Context: an optimization exercise on an open-source flow, tuned for small area and a short achievable clock period. The choices shown serve that exercise and are no tape-out recipe. Only simulation tests tie the RTL to the original design; equivalence was not proved. Power is estimated from default activity; no workload was simulated.

## APB_top
module APB_top(input PCLK,
               input PRESETn,
               input Transfer,
               input Wr_Rd,
               input [4:0] Address,
               input [31:0] write_data,
               output [31:0] read_data);
    wire [31:0] PSEL_ROW, PWDATA, PRDATA;
    wire        PWEN, PACCESS, PREAD;
    APB_master Design_master(.PCLK(PCLK), .PRESETn(PRESETn), .Transfer(Transfer),
                             .Wr_Rd(Wr_Rd), .Address(Address), .write_data(write_data),
                             .read_data(read_data), .PRDATA(PRDATA), .PSEL_ROW(PSEL_ROW),
                             .PWDATA(PWDATA), .PWEN(PWEN), .PACCESS(PACCESS),
                             .PREAD(PREAD));
    APB_slave Design_slave(.PCLK(PCLK), .PSEL_ROW(PSEL_ROW), .PWDATA(PWDATA),
                           .PWEN(PWEN), .PREAD(PREAD), .PRDATA(PRDATA));
endmodule
Size: ~1100 flip-flops, about 0.039 mm² of cells after synthesis.
==> module APB_master, before the edit <==
module APB_master(input             PCLK,
                  input             PRESETn,
                  input             Transfer,
                  input             Wr_Rd,
                  input      [4:0]  Address,
                  input      [31:0] write_data,
                  output reg [31:0] read_data,
                  input      [31:0] PRDATA,    
                  output reg [31:0] PSEL_ROW,  
                  output reg [31:0] PWDATA,
                  output            PWEN,      
                  output            PACCESS,
                  output            PREAD);    
    reg st_setup, st_access;
    reg pwrite_q;
    wire go = PRESETn & Transfer;
    always @(posedge PCLK) begin
        st_setup  <= go & ~st_setup;
        st_access <= go & st_setup;
    end
    always @(posedge PCLK) begin
        PSEL_ROW <= 32'd1 << Address;
        pwrite_q <= Wr_Rd;
        PWDATA   <= write_data;
    end
    assign PACCESS = st_access;
    assign PREAD   = st_access & ~pwrite_q;
    assign PWEN    = PRESETn & st_access & pwrite_q;
    wire rd_hold = ~(PRESETn & st_access & ~pwrite_q);
    always @(posedge PCLK)
        read_data <= ({32{PRESETn}} & PRDATA) | ({32{rd_hold}} & read_data);
endmodule
==> module APB_slave, before the edit <==
module APB_slave(input         PCLK,
                 input  [31:0] PSEL_ROW,
                 input  [31:0] PWDATA,
                 input         PWEN,
                 input         PREAD,
                 output [31:0] PRDATA);
    reg [31:0] mem [0:31];
    integer i;
    always @(posedge PCLK) begin
        for (i = 0; i < 32; i = i + 1)
            if (PWEN & PSEL_ROW[i])
                mem[i] <= PWDATA;
    end
    reg [31:0] rd;
    always @(*) begin
        rd = 32'd0;
        for (i = 0; i < 32; i = i + 1)
            rd = rd | (mem[i] & {32{PSEL_ROW[i] & PREAD}});
    end
    assign PRDATA = rd;
endmodule
==> module APB_top, before the edit <==
module APB_top(input PCLK,
               input PRESETn,
               input Transfer,
               input Wr_Rd,
               input [4:0] Address,
               input [31:0] write_data,
               output [31:0] read_data);
    wire [31:0] PSEL_ROW, PWDATA, PRDATA;
    wire        PWEN, PACCESS, PREAD;
    APB_master Design_master(.PCLK(PCLK), .PRESETn(PRESETn), .Transfer(Transfer),
                             .Wr_Rd(Wr_Rd), .Address(Address), .write_data(write_data),
                             .read_data(read_data), .PRDATA(PRDATA), .PSEL_ROW(PSEL_ROW),
                             .PWDATA(PWDATA), .PWEN(PWEN), .PACCESS(PACCESS),
                             .PREAD(PREAD));
    APB_slave Design_slave(.PCLK(PCLK), .PSEL_ROW(PSEL_ROW), .PWDATA(PWDATA),
                           .PWEN(PWEN), .PREAD(PREAD), .PRDATA(PRDATA));
endmodule
export LEC_CHECK = 0
export CAP_MARGIN = 20
export CORE_MARGIN = 2
export CORE_UTILIZATION = 40
export PLACE_DENSITY = 0.6
export SETUP_SLACK_MARGIN = 3.0
export SLEW_MARGIN = 20
create_clock -name core_clock -period 5.0 [get_ports {PCLK}]
run.sh (not shown) runs the stock make flow with config.mk's settings and CLKGATE_MAP_FILE= SYNTH_SCRIPT=/design/flow/synth_recipe.tcl, a recipe that flattens the netlist after the stock synthesis.
==> next run, changes <==
==> flow/design.v (replaced) <==
module APB_master(input             PCLK,
                  input             PRESETn,
                  input             Transfer,
                  input             Wr_Rd,
                  input      [4:0]  Address,
                  input      [31:0] write_data,
                  output reg [31:0] read_data,
                  input      [31:0] PRDATA,    
                  output reg [31:0] PSEL_ROW,  
                  output reg [31:0] PWDATA,
                  output            PWEN,      
                  output            PACCESS);
    reg st_setup, st_access;
    reg pwrite_q;
    wire go = PRESETn & Transfer;
    always @(posedge PCLK) begin
        st_setup  <= go & ~st_setup;
        st_access <= go & st_setup;
    end
    always @(posedge PCLK) begin
        PSEL_ROW <= 32'd1 << Address;
        pwrite_q <= Wr_Rd;
        PWDATA   <= write_data;
    end
    assign PACCESS = st_access;
    assign PWEN    = PRESETn & st_access & pwrite_q;
    always @(posedge PCLK) begin
        if (PRESETn & st_access & ~pwrite_q)
            read_data <= PRDATA;
    end
endmodule
module APB_slave(input         PCLK,
                 input  [31:0] PSEL_ROW,
                 input  [31:0] PWDATA,
                 input         PWEN,
                 output [31:0] PRDATA);
    reg [31:0] mem [0:31];
    integer i;
    always @(posedge PCLK) begin
        for (i = 0; i < 32; i = i + 1)
            if (PWEN & PSEL_ROW[i])
                mem[i] <= PWDATA;
    end
    reg [31:0] rd;
    always @(*) begin
        rd = 32'd0;
        for (i = 0; i < 32; i = i + 1)
            rd = rd | (mem[i] & {32{PSEL_ROW[i]}});
    end
    assign PRDATA = rd;
endmodule
module APB_top(input PCLK,
               input PRESETn,
               input Transfer,
               input Wr_Rd,
               input [4:0] Address,
               input [31:0] write_data,
               output [31:0] read_data);
    wire [31:0] PSEL_ROW, PWDATA, PRDATA;
    wire        PWEN, PACCESS;
    APB_master Design_master(.PCLK(PCLK), .PRESETn(PRESETn), .Transfer(Transfer),
                             .Wr_Rd(Wr_Rd), .Address(Address), .write_data(write_data),
                             .read_data(read_data), .PRDATA(PRDATA), .PSEL_ROW(PSEL_ROW),
                             .PWDATA(PWDATA), .PWEN(PWEN), .PACCESS(PACCESS));
    APB_slave Design_slave(.PCLK(PCLK), .PSEL_ROW(PSEL_ROW), .PWDATA(PWDATA),
                           .PWEN(PWEN), .PRDATA(PRDATA));
endmodule
Result: Final cell count shrinks by about 1%. Design area grows by 0.57%. Synthesized area hardly moves. Critical path depth is unchanged. Register-to-register slack loses 0.10 ns. Setup slack loses 0.27 ns. Power shrinks by about 1.6%. Via count grows by about 0.4%. Hold slack gains 0.0050 ns. Die area hardly moves. First-iteration DRC count barely changes. Wire length grows by about 10%.

static timing again, ports no longer ideal:
How much do the figures lean on ideal ports? The routed layouts below were timed once more, with nothing changed but the port constraints.
Step 1: set_driving_cell puts a clkbuf_16 on PCLK and a buf_2 on each other input, an assumption about the parent block.
Step 2, shift: input delay + t, output delay - t, t = (earliest + latest rising clock arrival at the registers) / 2. This alone moves slack from input paths to output paths.
a / b / c = ideal ports / drivers / drivers and shift; a / b = the first two.
run | t, ns | setup WS [ns] | latest minus earliest clock arrival (ns) | worst slew at a driven data input, ns
the first run | 0.724 | 2.855 / 2.786 / 2.270 | 0.021 / 0.022 | 0.14
the second run | 0.756 | 2.582 / 2.515 / 2.272 | 0.033 / 0.033 | 0.06
After both steps every run listed still meets setup and hold. The setup slack of the first run, which loses most, moves by -0.069 ns with the drivers and by -0.585 ns with both steps.
